This is an optimization exercise on Yosys and OpenROAD, whose aim is small area, a short achievable clock period and few clock cycles, not a production implementation.
At most, simulation tests tie the RTL to the original design; equivalence was not proved.
Power is estimated from default activity; no workload was simulated.

==> branch fjord: inputs <==
==> flow/design.v <==
module Bin2BCD(
    input clk,
    input rst,
    input en,
    input [11:0] bin_d_in,
    output [15:0] bcd_d_out,
    output rdy
    );
    function [2:0] mod5(input [3:0] d);
        begin
            mod5[2] = (d[2] & ~d[1] & ~d[0]) | (d[3] & d[0]);
            mod5[1] = (d[1] & ~d[2]) | (d[1] & d[0]) | (d[3] & ~d[0]);
            mod5[0] = (~d[3] & ~d[2] & d[0]) | (d[2] & d[1] & ~d[0]) | (d[3] & ~d[0]);
        end
    endfunction
    function ge5(input [3:0] d);
        ge5 = d[3] | (d[2] & (d[1] | d[0]));
    endfunction
    wire [3:0] a0_0 = {3'd0, bin_d_in[11]};
    wire [3:0] a1_0 = {a0_0[2:0], bin_d_in[10]};
    wire [3:0] a2_0 = {a1_0[2:0], bin_d_in[9]};
    wire [3:0] a3_0 = {mod5(a2_0), bin_d_in[8]};
    wire [3:0] a3_1 = {3'd0, ge5(a2_0)};
    wire [3:0] a4_0 = {mod5(a3_0), bin_d_in[7]};
    wire [3:0] a4_1 = {a3_1[2:0], ge5(a3_0)};
    wire [3:0] a5_0 = {mod5(a4_0), bin_d_in[6]};
    wire [3:0] a5_1 = {a4_1[2:0], ge5(a4_0)};
    wire [3:0] a6_0 = {mod5(a5_0), bin_d_in[5]};
    wire [3:0] a6_1 = {mod5(a5_1), ge5(a5_0)};
    wire [3:0] a6_2 = {3'd0, ge5(a5_1)};
    wire [3:0] a7_0 = {mod5(a6_0), bin_d_in[4]};
    wire [3:0] a7_1 = {mod5(a6_1), ge5(a6_0)};
    wire [3:0] a7_2 = {a6_2[2:0], ge5(a6_1)};
    wire [3:0] a8_0 = {mod5(a7_0), bin_d_in[3]};
    wire [3:0] a8_1 = {mod5(a7_1), ge5(a7_0)};
    wire [3:0] a8_2 = {a7_2[2:0], ge5(a7_1)};
    wire [3:0] a9_0 = {mod5(a8_0), bin_d_in[2]};
    wire [3:0] a9_1 = {mod5(a8_1), ge5(a8_0)};
    wire [3:0] a9_2 = {mod5(a8_2), ge5(a8_1)};
    wire [3:0] a9_3 = {3'd0, ge5(a8_2)};
    wire [14:0] mid = {a9_3[0:0], a9_2[3:0], a9_1[3:0], a9_0[3:0], bin_d_in[1:0]};
    reg [14:0] mid_q;
    reg        rdy_q;
    always @(posedge clk) begin
        if (en) mid_q <= mid;
        rdy_q <= en & ~rst;
    end
    wire q_new_n33, q_new_n34, q_new_n35, q_new_n36, q_new_n37, q_new_n38, q_new_n39, q_new_n40, q_new_n41, q_new_n42, q_new_n43, q_new_n44, q_new_n45, q_new_n46, q_new_n47, q_new_n49, q_new_n50, q_new_n51, q_new_n52, q_new_n54, q_new_n56, q_new_n58, q_new_n59, q_new_n60, q_new_n61, q_new_n62, q_new_n63, q_new_n64, q_new_n65, q_new_n66, q_new_n67, q_new_n68, q_new_n69, q_new_n70, q_new_n71, q_new_n72, q_new_n73, q_new_n74, q_new_n76, q_new_n77, q_new_n79, q_new_n80, q_new_n82, q_new_n84, q_new_n85, q_new_n86, q_new_n87, q_new_n88, q_new_n89, q_new_n90, q_new_n91, q_new_n92, q_new_n93, q_new_n94, q_new_n95, q_new_n96, q_new_n97, q_new_n98, q_new_n99, q_new_n100, q_new_n102, q_new_n103, q_new_n105, q_new_n106, q_new_n108, q_new_n110;
    assign q_new_n33 = mid_q[2] & mid_q[5];
    assign q_new_n34 = ~mid_q[2] & mid_q[4];
    assign q_new_n35 = ~mid_q[3] & q_new_n34;
    assign q_new_n36 = ~q_new_n33 & ~q_new_n35;
    assign q_new_n37 = ~mid_q[2] & mid_q[5];
    assign q_new_n38 = mid_q[3] & ~q_new_n34;
    assign q_new_n39 = ~q_new_n37 & ~q_new_n38;
    assign q_new_n40 = ~mid_q[1] & ~q_new_n39;
    assign q_new_n41 = mid_q[2] & ~mid_q[4];
    assign q_new_n42 = ~mid_q[5] & q_new_n41;
    assign q_new_n43 = mid_q[3] & q_new_n34;
    assign q_new_n44 = ~q_new_n37 & ~q_new_n43;
    assign q_new_n45 = ~q_new_n42 & q_new_n44;
    assign q_new_n46 = q_new_n40 & q_new_n45;
    assign q_new_n47 = ~q_new_n39 & ~q_new_n46;
    assign bcd_d_out[4] = ~q_new_n36 | q_new_n47;
    assign q_new_n49 = mid_q[1] & ~bcd_d_out[4];
    assign q_new_n50 = q_new_n40 & ~q_new_n45;
    assign q_new_n51 = ~mid_q[1] & ~q_new_n36;
    assign q_new_n52 = ~q_new_n50 & ~q_new_n51;
    assign bcd_d_out[1] = q_new_n49 | ~q_new_n52;
    assign q_new_n54 = ~q_new_n40 & ~q_new_n45;
    assign bcd_d_out[2] = q_new_n51 | q_new_n54;
    assign q_new_n56 = mid_q[1] & ~q_new_n36;
    assign bcd_d_out[3] = q_new_n46 | q_new_n56;
    assign q_new_n58 = mid_q[4] & ~q_new_n35;
    assign q_new_n59 = ~mid_q[5] & ~q_new_n58;
    assign q_new_n60 = mid_q[6] & mid_q[9];
    assign q_new_n61 = ~mid_q[6] & mid_q[8];
    assign q_new_n62 = ~mid_q[7] & q_new_n61;
    assign q_new_n63 = ~q_new_n60 & ~q_new_n62;
    assign q_new_n64 = ~mid_q[6] & mid_q[9];
    assign q_new_n65 = mid_q[7] & ~q_new_n61;
    assign q_new_n66 = ~q_new_n64 & ~q_new_n65;
    assign q_new_n67 = q_new_n59 & ~q_new_n66;
    assign q_new_n68 = mid_q[6] & ~mid_q[8];
    assign q_new_n69 = ~mid_q[9] & q_new_n68;
    assign q_new_n70 = mid_q[7] & q_new_n61;
    assign q_new_n71 = ~q_new_n64 & ~q_new_n70;
    assign q_new_n72 = ~q_new_n69 & q_new_n71;
    assign q_new_n73 = q_new_n67 & q_new_n72;
    assign q_new_n74 = ~q_new_n66 & ~q_new_n73;
    assign bcd_d_out[8] = ~q_new_n63 | q_new_n74;
    assign q_new_n76 = q_new_n59 & bcd_d_out[8];
    assign q_new_n77 = ~q_new_n59 & ~bcd_d_out[8];
    assign bcd_d_out[5] = q_new_n76 | q_new_n77;
    assign q_new_n79 = q_new_n59 & ~q_new_n63;
    assign q_new_n80 = ~q_new_n67 & ~q_new_n72;
    assign bcd_d_out[6] = q_new_n79 | q_new_n80;
    assign q_new_n82 = ~q_new_n59 & ~q_new_n63;
    assign bcd_d_out[7] = q_new_n73 | q_new_n82;
    assign q_new_n84 = mid_q[8] & ~q_new_n62;
    assign q_new_n85 = ~mid_q[9] & ~q_new_n84;
    assign q_new_n86 = mid_q[10] & mid_q[13];
    assign q_new_n87 = ~mid_q[10] & mid_q[12];
    assign q_new_n88 = ~mid_q[11] & q_new_n87;
    assign q_new_n89 = ~q_new_n86 & ~q_new_n88;
    assign q_new_n90 = ~mid_q[10] & mid_q[13];
    assign q_new_n91 = mid_q[11] & ~q_new_n87;
    assign q_new_n92 = ~q_new_n90 & ~q_new_n91;
    assign q_new_n93 = q_new_n85 & ~q_new_n92;
    assign q_new_n94 = mid_q[10] & ~mid_q[12];
    assign q_new_n95 = ~mid_q[13] & q_new_n94;
    assign q_new_n96 = mid_q[11] & q_new_n87;
    assign q_new_n97 = ~q_new_n90 & ~q_new_n96;
    assign q_new_n98 = ~q_new_n95 & q_new_n97;
    assign q_new_n99 = q_new_n93 & q_new_n98;
    assign q_new_n100 = ~q_new_n92 & ~q_new_n99;
    assign bcd_d_out[12] = ~q_new_n89 | q_new_n100;
    assign q_new_n102 = q_new_n85 & bcd_d_out[12];
    assign q_new_n103 = ~q_new_n85 & ~bcd_d_out[12];
    assign bcd_d_out[9] = q_new_n102 | q_new_n103;
    assign q_new_n105 = q_new_n85 & ~q_new_n89;
    assign q_new_n106 = ~q_new_n93 & ~q_new_n98;
    assign bcd_d_out[10] = q_new_n105 | q_new_n106;
    assign q_new_n108 = ~q_new_n85 & ~q_new_n89;
    assign bcd_d_out[11] = q_new_n99 | q_new_n108;
    assign q_new_n110 = mid_q[12] & ~q_new_n88;
    assign bcd_d_out[13] = mid_q[13] | q_new_n110;
    assign bcd_d_out[15] = 1'b0;
    assign bcd_d_out[0] = mid_q[0];
    assign bcd_d_out[14] = mid_q[14];
    assign rdy = rdy_q;
endmodule
==> flow/flow/run.sh <==
#!/bin/bash
set -euo pipefail
bash standard.sh synth > synth.log 2>&1
export BUFFER_PORTS_ARGS="-buffer_cell sky130_fd_sc_hd__buf_1"
export DONT_USE_CELLS="sky130_fd_sc_hd__clkdlybuf4s50_1 sky130_fd_sc_hd__clkdlybuf4s50_2 sky130_fd_sc_hd__clkdlybuf4s25_1 sky130_fd_sc_hd__clkdlybuf4s25_2 sky130_fd_sc_hd__clkdlybuf4s15_1 sky130_fd_sc_hd__clkdlybuf4s15_2 sky130_fd_sc_hd__clkdlybuf4s18_1 sky130_fd_sc_hd__clkdlybuf4s18_2 sky130_fd_sc_hd__dlymetal6s2s_1 sky130_fd_sc_hd__dlymetal6s4s_1 sky130_fd_sc_hd__dlymetal6s6s_1 sky130_fd_sc_hd__dlygate4sd1_1 sky130_fd_sc_hd__dlygate4sd2_1 sky130_fd_sc_hd__dlygate4sd3_1"
bash standard.sh > layout.log 2>&1
==> flow/standard.sh <==
#!/bin/bash
# synth_recipe.tcl (not shown) runs the flow's synth.tcl, then flattens the netlist and writes it again
# the make line also repeats each setting of config.mk as NAME=value (left out here)
make -C /OpenROAD-flow-scripts/flow DESIGN_CONFIG=/design/flow/config.mk WORK_HOME=/design/flow/orfs CLKGATE_MAP_FILE= SYNTH_SCRIPT=/design/flow/synth_recipe.tcl "${@:-finish}"
==> flow/config.mk <==
export PLATFORM = sky130hd
export DESIGN_NAME = Bin2BCD
export DESIGN_NICKNAME = Bin2BCD
export VERILOG_FILES = /design/flow/design.v
export SDC_FILE = /design/flow/constraint.sdc
export NUM_CORES = 4
export LEC_CHECK = 0
export ABC_AREA = 1
export CAP_MARGIN = 20
export CORE_MARGIN = 2
export CORE_UTILIZATION = 40
export CTS_BUF_LIST = sky130_fd_sc_hd__clkbuf_4
export CTS_CLUSTER_DIAMETER = 100
export CTS_CLUSTER_SIZE = 30
export SETUP_SLACK_MARGIN = 0.4
export SLEW_MARGIN = 20
==> flow/constraint.sdc <==
create_clock -name core_clock -period 3.0 [get_ports {clk}]
set_input_delay 0.6000 -clock core_clock [delete_from_list [all_inputs] [get_ports {clk}]]
set_output_delay 0.6000 -clock core_clock [all_outputs]
set_load 0.01 [all_outputs]
==> branch xenon (differences from branch fjord) <==
==> flow/design.v, changed modules only <==
module Bin2BCD(
    input clk,
    input rst,
    input en,
    input [11:0] bin_d_in,
    output [15:0] bcd_d_out,
    output rdy
    );
    function [2:0] mod5(input [3:0] d);
        begin
            mod5[2] = (d[2] & ~d[1] & ~d[0]) | (d[3] & d[0]);
            mod5[1] = (d[1] & ~d[2]) | (d[1] & d[0]) | (d[3] & ~d[0]);
            mod5[0] = (~d[3] & ~d[2] & d[0]) | (d[2] & d[1] & ~d[0]) | (d[3] & ~d[0]);
        end
    endfunction
    function ge5(input [3:0] d);
        ge5 = d[3] | (d[2] & (d[1] | d[0]));
    endfunction
    wire [3:0] a0_0 = {3'd0, bin_d_in[11]};
    wire [3:0] a1_0 = {a0_0[2:0], bin_d_in[10]};
    wire [3:0] a2_0 = {a1_0[2:0], bin_d_in[9]};
    wire [3:0] a3_0 = {mod5(a2_0), bin_d_in[8]};
    wire [3:0] a3_1 = {3'd0, ge5(a2_0)};
    wire [3:0] a4_0 = {mod5(a3_0), bin_d_in[7]};
    wire [3:0] a4_1 = {a3_1[2:0], ge5(a3_0)};
    wire [3:0] a5_0 = {mod5(a4_0), bin_d_in[6]};
    wire [3:0] a5_1 = {a4_1[2:0], ge5(a4_0)};
    wire [3:0] a6_0 = {mod5(a5_0), bin_d_in[5]};
    wire [3:0] a6_1 = {mod5(a5_1), ge5(a5_0)};
    wire [3:0] a6_2 = {3'd0, ge5(a5_1)};
    wire [3:0] a7_0 = {mod5(a6_0), bin_d_in[4]};
    wire [3:0] a7_1 = {mod5(a6_1), ge5(a6_0)};
    wire [3:0] a7_2 = {a6_2[2:0], ge5(a6_1)};
    wire [3:0] a8_0 = {mod5(a7_0), bin_d_in[3]};
    wire [3:0] a8_1 = {mod5(a7_1), ge5(a7_0)};
    wire [3:0] a8_2 = {a7_2[2:0], ge5(a7_1)};
    wire [3:0] a9_0 = {mod5(a8_0), bin_d_in[2]};
    wire [3:0] a9_1 = {mod5(a8_1), ge5(a8_0)};
    wire [3:0] a9_2 = {mod5(a8_2), ge5(a8_1)};
    wire [3:0] a9_3 = {3'd0, ge5(a8_2)};
    reg [14:0] mid_q;
    reg        rdy_q;
    always @(posedge clk) begin
        if (en) mid_q <= {a9_3[0:0], a9_2[3:0], a9_1[3:0], a9_0[3:0], bin_d_in[1:0]};
        rdy_q <= en & ~rst;
    end
    wire [3:0] m_3 = {3'b0, mid_q[14:14]};
    wire [3:0] m_2 = {mid_q[13:10]};
    wire [3:0] m_1 = {mid_q[9:6]};
    wire [3:0] m_0 = {mid_q[5:2]};
    wire [3:0] b10_0 = {mod5(m_0), mid_q[1]};
    wire [3:0] b10_1 = {mod5(m_1), ge5(m_0)};
    wire [3:0] b10_2 = {mod5(m_2), ge5(m_1)};
    wire [3:0] b10_3 = {m_3[2:0], ge5(m_2)};
    wire [3:0] b11_0 = {mod5(b10_0), mid_q[0]};
    wire [3:0] b11_1 = {mod5(b10_1), ge5(b10_0)};
    wire [3:0] b11_2 = {mod5(b10_2), ge5(b10_1)};
    wire [3:0] b11_3 = {b10_3[2:0], ge5(b10_2)};
    assign bcd_d_out = {b11_3, b11_2, b11_1, b11_0};
    assign rdy = rdy_q;
endmodule
CORE_UTILIZATION = 70   (was 40)
PLACE_DENSITY = 0.85   (was default)
SETUP_SLACK_MARGIN = 0.6   (was 0.4)
==> summary of the runs <==
- In branch fjord the clock power is smaller than in branch xenon, by about 9%.
- Against branch xenon, the first-iteration DRC count of branch fjord is smaller by about 65%.
- In branch xenon the setup slack is worse than in branch fjord, by 0.28 ns.
- Between branch xenon and branch fjord, the lower fmax is in branch xenon (gap about 10%, measured against branch fjord).
- In branch xenon the sequential power is larger than in branch fjord, by about 5%.
Testbench counts of branch xenon, summed over its fixed seeds: cycles 4,096.
No functional check of the RTL was part of branch fjord.


==> exp/garnet: inputs <==
Bin2BCD with an RTL version that a note above also has.
==> module Bin2BCD, before the edit <==
module Bin2BCD(
    input clk,
    input rst,
    input en,
    input [11:0] bin_d_in,
    output [15:0] bcd_d_out,
    output rdy
    );
    function [2:0] mod5(input [3:0] d);
        begin
            mod5[2] = (d[2] & ~d[1] & ~d[0]) | (d[3] & d[0]);
            mod5[1] = (d[1] & ~d[2]) | (d[1] & d[0]) | (d[3] & ~d[0]);
            mod5[0] = (~d[3] & ~d[2] & d[0]) | (d[2] & d[1] & ~d[0]) | (d[3] & ~d[0]);
        end
    endfunction
    function ge5(input [3:0] d);
        ge5 = d[3] | (d[2] & (d[1] | d[0]));
    endfunction
    wire [3:0] a0_0 = {3'd0, bin_d_in[11]};
    wire [3:0] a1_0 = {a0_0[2:0], bin_d_in[10]};
    wire [3:0] a2_0 = {a1_0[2:0], bin_d_in[9]};
    wire [3:0] a3_0 = {mod5(a2_0), bin_d_in[8]};
    wire [3:0] a3_1 = {3'd0, ge5(a2_0)};
    wire [3:0] a4_0 = {mod5(a3_0), bin_d_in[7]};
    wire [3:0] a4_1 = {a3_1[2:0], ge5(a3_0)};
    wire [3:0] a5_0 = {mod5(a4_0), bin_d_in[6]};
    wire [3:0] a5_1 = {a4_1[2:0], ge5(a4_0)};
    wire [3:0] a6_0 = {mod5(a5_0), bin_d_in[5]};
    wire [3:0] a6_1 = {mod5(a5_1), ge5(a5_0)};
    wire [3:0] a6_2 = {3'd0, ge5(a5_1)};
    wire [3:0] a7_0 = {mod5(a6_0), bin_d_in[4]};
    wire [3:0] a7_1 = {mod5(a6_1), ge5(a6_0)};
    wire [3:0] a7_2 = {a6_2[2:0], ge5(a6_1)};
    wire [3:0] a8_0 = {mod5(a7_0), bin_d_in[3]};
    wire [3:0] a8_1 = {mod5(a7_1), ge5(a7_0)};
    wire [3:0] a8_2 = {a7_2[2:0], ge5(a7_1)};
    wire [3:0] a9_0 = {mod5(a8_0), bin_d_in[2]};
    wire [3:0] a9_1 = {mod5(a8_1), ge5(a8_0)};
    wire [3:0] a9_2 = {mod5(a8_2), ge5(a8_1)};
    wire [3:0] a9_3 = {3'd0, ge5(a8_2)};
    reg [14:0] mid_q;
    reg        rdy_q;
    always @(posedge clk) begin
        if (en) mid_q <= {a9_3[0:0], a9_2[3:0], a9_1[3:0], a9_0[3:0], bin_d_in[1:0]};
        rdy_q <= en & ~rst;
    end
    wire [3:0] m_3 = {3'b0, mid_q[14:14]};
    wire [3:0] m_2 = {mid_q[13:10]};
    wire [3:0] m_1 = {mid_q[9:6]};
    wire [3:0] m_0 = {mid_q[5:2]};
    wire [3:0] b10_0 = {mod5(m_0), mid_q[1]};
    wire [3:0] b10_1 = {mod5(m_1), ge5(m_0)};
    wire [3:0] b10_2 = {mod5(m_2), ge5(m_1)};
    wire [3:0] b10_3 = {m_3[2:0], ge5(m_2)};
    wire [3:0] b11_0 = {mod5(b10_0), mid_q[0]};
    wire [3:0] b11_1 = {mod5(b10_1), ge5(b10_0)};
    wire [3:0] b11_2 = {mod5(b10_2), ge5(b10_1)};
    wire [3:0] b11_3 = {b10_3[2:0], ge5(b10_2)};
    assign bcd_d_out = {b11_3, b11_2, b11_1, b11_0};
    assign rdy = rdy_q;
endmodule
==> flow/config.mk <==
export PLATFORM = sky130hd
export DESIGN_NAME = Bin2BCD
export DESIGN_NICKNAME = Bin2BCD
export VERILOG_FILES = /design/flow/design.v
export SDC_FILE = /design/flow/constraint.sdc
export NUM_CORES = 4
export LEC_CHECK = 0
export ABC_AREA = 1
export CAP_MARGIN = 20
export CORE_MARGIN = 2
export CORE_UTILIZATION = 70
export CTS_BUF_LIST = sky130_fd_sc_hd__clkbuf_4
export CTS_CLUSTER_DIAMETER = 100
export CTS_CLUSTER_SIZE = 30
export PLACE_DENSITY = 0.85
export SETUP_SLACK_MARGIN = 0.3
export SLEW_MARGIN = 20
==> flow/constraint.sdc <==
create_clock -name core_clock -period 3.0 [get_ports {clk}]
set_input_delay 0.6000 -clock core_clock [delete_from_list [all_inputs] [get_ports {clk}]]
set_output_delay 0.6000 -clock core_clock [all_outputs]
set_load 0.01 [all_outputs]
standard.sh (not shown) runs the stock make flow with config.mk's settings and CLKGATE_MAP_FILE= SYNTH_SCRIPT=/design/flow/synth_recipe.tcl, a recipe that flattens the netlist after the stock synthesis.
==> flow/flow/run.sh <==
#!/bin/bash
set -euo pipefail
export ABC_POST_SCRIPT=$PWD/flow/abc_post.script
[ -f flow/abc_pre.script ] && export ABC_PRE_SCRIPT=$PWD/flow/abc_pre.script
sed "s|SYNTH_SCRIPT=[^ ]*|SYNTH_SCRIPT=$PWD/flow/synth_custom.tcl|" standard.sh > standard_custom.sh
bash standard_custom.sh synth > synth.log 2>&1
export BUFFER_PORTS_ARGS="-buffer_cell sky130_fd_sc_hd__buf_1"
export DONT_USE_CELLS="sky130_fd_sc_hd__clkdlybuf4s50_1 sky130_fd_sc_hd__clkdlybuf4s50_2 sky130_fd_sc_hd__clkdlybuf4s25_1 sky130_fd_sc_hd__clkdlybuf4s25_2 sky130_fd_sc_hd__clkdlybuf4s15_1 sky130_fd_sc_hd__clkdlybuf4s15_2 sky130_fd_sc_hd__clkdlybuf4s18_1 sky130_fd_sc_hd__clkdlybuf4s18_2 sky130_fd_sc_hd__dlymetal6s2s_1 sky130_fd_sc_hd__dlymetal6s4s_1 sky130_fd_sc_hd__dlymetal6s6s_1 sky130_fd_sc_hd__dlygate4sd1_1 sky130_fd_sc_hd__dlygate4sd2_1 sky130_fd_sc_hd__dlygate4sd3_1"
bash standard.sh > layout.log 2>&1
==> flow/flow/abc_post.script <==
strash
dch
amap
topo
stime -c
buffer -c
upsize -c
dnsize -c
==> flow/flow/synth_custom.tcl <==
# The standard flow's synthesis script (synth_recipe.tcl) with one change: Yosys's abc
# pass maps the logic after the register (the generic gates in the fan-in
# cone of bcd_d_out, which have timing slack to spare) with flow/abc_post.script, and then the rest
# of the logic with the ORFS script as usual.
proc synth {args} { yosys synth -nofsm -noshare {*}$args }
proc abc {args} {
  set i [lsearch -exact $args -script]
  if { [info exists ::env(ABC_POST_SCRIPT)] && $::env(ABC_POST_SCRIPT) ne "" } {
    set a $args
    lset a [expr {$i + 1}] $::env(ABC_POST_SCRIPT)
    yosys select -set post_cone o:bcd_d_out %ci*:-sky130_fd_sc_hd__edfxtp_1[D,DE,CLK]:-sky130_fd_sc_hd__dfxtp_1[D,CLK] t:\$_*_ %i
    yosys abc {*}$a @post_cone
  }
  yosys abc {*}$args
}
source $::env(SCRIPTS_DIR)/synth.tcl
# left out here: clear keep_hierarchy, flatten, clean up, hide names made inside functions, write 1_2_yosys.v
==> inputs of exp/violet, as changes to exp/garnet <==
==> flow/design.v, changed modules only <==
module Bin2BCD(
    input clk,
    input rst,
    input en,
    input [11:0] bin_d_in,
    output [15:0] bcd_d_out,
    output rdy
    );
    wire [14:0] mid;
    b2b_pre u_pre (.bin_d_in(bin_d_in), .mid(mid));
    reg [14:0] mid_q;
    reg        rdy_q;
    always @(posedge clk) begin
        if (en) mid_q <= mid;
        rdy_q <= en & ~rst;
    end
    b2b_post u_post (.mid_q(mid_q), .bcd_d_out(bcd_d_out));
    assign rdy = rdy_q;
endmodule
module b2b_pre(input [11:0] bin_d_in, output [14:0] mid);
    function [2:0] mod5(input [3:0] d);
        begin
            mod5[2] = (d[2] & ~d[1] & ~d[0]) | (d[3] & d[0]);
            mod5[1] = (d[1] & ~d[2]) | (d[1] & d[0]) | (d[3] & ~d[0]);
            mod5[0] = (~d[3] & ~d[2] & d[0]) | (d[2] & d[1] & ~d[0]) | (d[3] & ~d[0]);
        end
    endfunction
    function ge5(input [3:0] d);
        ge5 = d[3] | (d[2] & (d[1] | d[0]));
    endfunction
    wire [3:0] a0_0 = {3'd0, bin_d_in[11]};
    wire [3:0] a1_0 = {a0_0[2:0], bin_d_in[10]};
    wire [3:0] a2_0 = {a1_0[2:0], bin_d_in[9]};
    wire [3:0] a3_0 = {mod5(a2_0), bin_d_in[8]};
    wire [3:0] a3_1 = {3'd0, ge5(a2_0)};
    wire [3:0] a4_0 = {mod5(a3_0), bin_d_in[7]};
    wire [3:0] a4_1 = {a3_1[2:0], ge5(a3_0)};
    wire [3:0] a5_0 = {mod5(a4_0), bin_d_in[6]};
    wire [3:0] a5_1 = {a4_1[2:0], ge5(a4_0)};
    wire [3:0] a6_0 = {mod5(a5_0), bin_d_in[5]};
    wire [3:0] a6_1 = {mod5(a5_1), ge5(a5_0)};
    wire [3:0] a6_2 = {3'd0, ge5(a5_1)};
    wire [3:0] a7_0 = {mod5(a6_0), bin_d_in[4]};
    wire [3:0] a7_1 = {mod5(a6_1), ge5(a6_0)};
    wire [3:0] a7_2 = {a6_2[2:0], ge5(a6_1)};
    wire [3:0] a8_0 = {mod5(a7_0), bin_d_in[3]};
    wire [3:0] a8_1 = {mod5(a7_1), ge5(a7_0)};
    wire [3:0] a8_2 = {a7_2[2:0], ge5(a7_1)};
    wire [3:0] a9_0 = {mod5(a8_0), bin_d_in[2]};
    wire [3:0] a9_1 = {mod5(a8_1), ge5(a8_0)};
    wire [3:0] a9_2 = {mod5(a8_2), ge5(a8_1)};
    wire [3:0] a9_3 = {3'd0, ge5(a8_2)};
    assign mid = {a9_3[0:0], a9_2[3:0], a9_1[3:0], a9_0[3:0], bin_d_in[1:0]};
endmodule
module b2b_post(input [14:0] mid_q, output [15:0] bcd_d_out);
    function [2:0] mod5(input [3:0] d);
        begin
            mod5[2] = (d[2] & ~d[1] & ~d[0]) | (d[3] & d[0]);
            mod5[1] = (d[1] & ~d[2]) | (d[1] & d[0]) | (d[3] & ~d[0]);
            mod5[0] = (~d[3] & ~d[2] & d[0]) | (d[2] & d[1] & ~d[0]) | (d[3] & ~d[0]);
        end
    endfunction
    function ge5(input [3:0] d);
        ge5 = d[3] | (d[2] & (d[1] | d[0]));
    endfunction
    wire [3:0] m_3 = {3'b0, mid_q[14:14]};
    wire [3:0] m_2 = {mid_q[13:10]};
    wire [3:0] m_1 = {mid_q[9:6]};
    wire [3:0] m_0 = {mid_q[5:2]};
    wire [3:0] b10_0 = {mod5(m_0), mid_q[1]};
    wire [3:0] b10_1 = {mod5(m_1), ge5(m_0)};
    wire [3:0] b10_2 = {mod5(m_2), ge5(m_1)};
    wire [3:0] b10_3 = {m_3[2:0], ge5(m_2)};
    wire [3:0] b11_0 = {mod5(b10_0), mid_q[0]};
    wire [3:0] b11_1 = {mod5(b10_1), ge5(b10_0)};
    wire [3:0] b11_2 = {mod5(b10_2), ge5(b10_1)};
    wire [3:0] b11_3 = {b10_3[2:0], ge5(b10_2)};
    assign bcd_d_out = {b11_3, b11_2, b11_1, b11_0};
endmodule
==> flow/flow/synth_custom.tcl (replaced) <==
# The standard flow's synthesis script (synth_recipe.tcl) with one change: Yosys's abc
# pass maps each module with its own ABC script. b2b_pre (the logic before
# the register) and the top keep the ORFS script; b2b_post (the logic after
# the register, which has timing slack to spare) uses flow/abc_post.script.
proc synth {args} { yosys synth -nofsm -noshare {*}$args }
proc abc {args} {
  set i [lsearch -exact $args -script]
  foreach {sel var} {b2b_pre ABC_PRE_SCRIPT b2b_post ABC_POST_SCRIPT Bin2BCD ABC_TOP_SCRIPT} {
    set a $args
    if { [info exists ::env($var)] && $::env($var) ne "" } {
      lset a [expr {$i + 1}] $::env($var)
    }
    yosys abc {*}$a $sel
  }
}
source $::env(SCRIPTS_DIR)/synth.tcl
# left out here: clear keep_hierarchy, flatten, clean up, hide names made inside functions, write 1_2_yosys.v
SYNTH_HIERARCHICAL = 1   (was default)
SYNTH_MINIMUM_KEEP_SIZE = 0   (was default)
==> flow_summary_export.csv <==
group,metric,value,unit
run_status,haltStage,"1_2_yosys",
yosys,yosysWarnings,1,
run_status,stop_error,"ERROR: TCL interpreter returned an error: invalid command name \"D,DE,CLK\"",
run_status,status,"stopped before the end",
The numbers above come from exp/garnet.

==> flow_summary_export.csv <==
group,metric,value,unit
power_and_ir_drop,power.internal,0.540,mW
cts,cts.sinks,16,
cts,cts-root-buf,"clkbuf_4",
power_and_ir_drop,comb_power_share,56.4,%
die,fp.dieH,56.0,um
yosys,yosysWarnings,9,
global_route,grt_antenna_before_repair,0,
run_status,status,"complete, no violations",
detailed_routing,top_layer_used,"met4",
power_and_ir_drop,switching_power,0.457,mW
The numbers above come from exp/violet.

Testbench counts of exp/garnet, summed over its fixed seeds: cycles 4,096.
For exp/violet, only the layout was checked, not whether the RTL still works.

==> static timing again, ports no longer ideal <==
How much do the figures lean on ideal ports? The routed layouts below were timed once more, with nothing changed but the port constraints. Step 1 (the two cells are an assumption about what drives the block):
set clk [get_ports {clk}]
set_driving_cell -lib_cell sky130_fd_sc_hd__clkbuf_16 $clk
set_driving_cell -lib_cell sky130_fd_sc_hd__buf_2 [delete_from_list [all_inputs] $clk]
Step 2 adds t to the input delays and takes it off the output delays; t is the mean of the earliest and latest rising clock arrival at the registers after step 1. Input paths then give back, and output paths get back, about the clock's delay inside the block. Three values: ideal, step 1, step 2; two values: the first two.
run | t, ns | setup WS [ns] | worst hold slack (ns) | worst slew at a driven data input, ns
branch fjord | 0.306 | 0.604 / 0.583 / 0.314 | 0.449 / 0.455 / 0.761 | 0.03
branch xenon | 0.330 | 0.328 / 0.309 / -0.021 | 0.443 / 0.450 / 0.780 | 0.06
exp/violet | 0.282 | 0.518 / 0.519 / 0.237 | 0.499 / 0.502 / 0.784 | 0.04
With both steps, setup timing fails in branch xenon, where it was met with ideal ports. The setup slack of branch xenon, which loses most, moves by -0.019 ns with the drivers and by -0.349 ns with both steps.
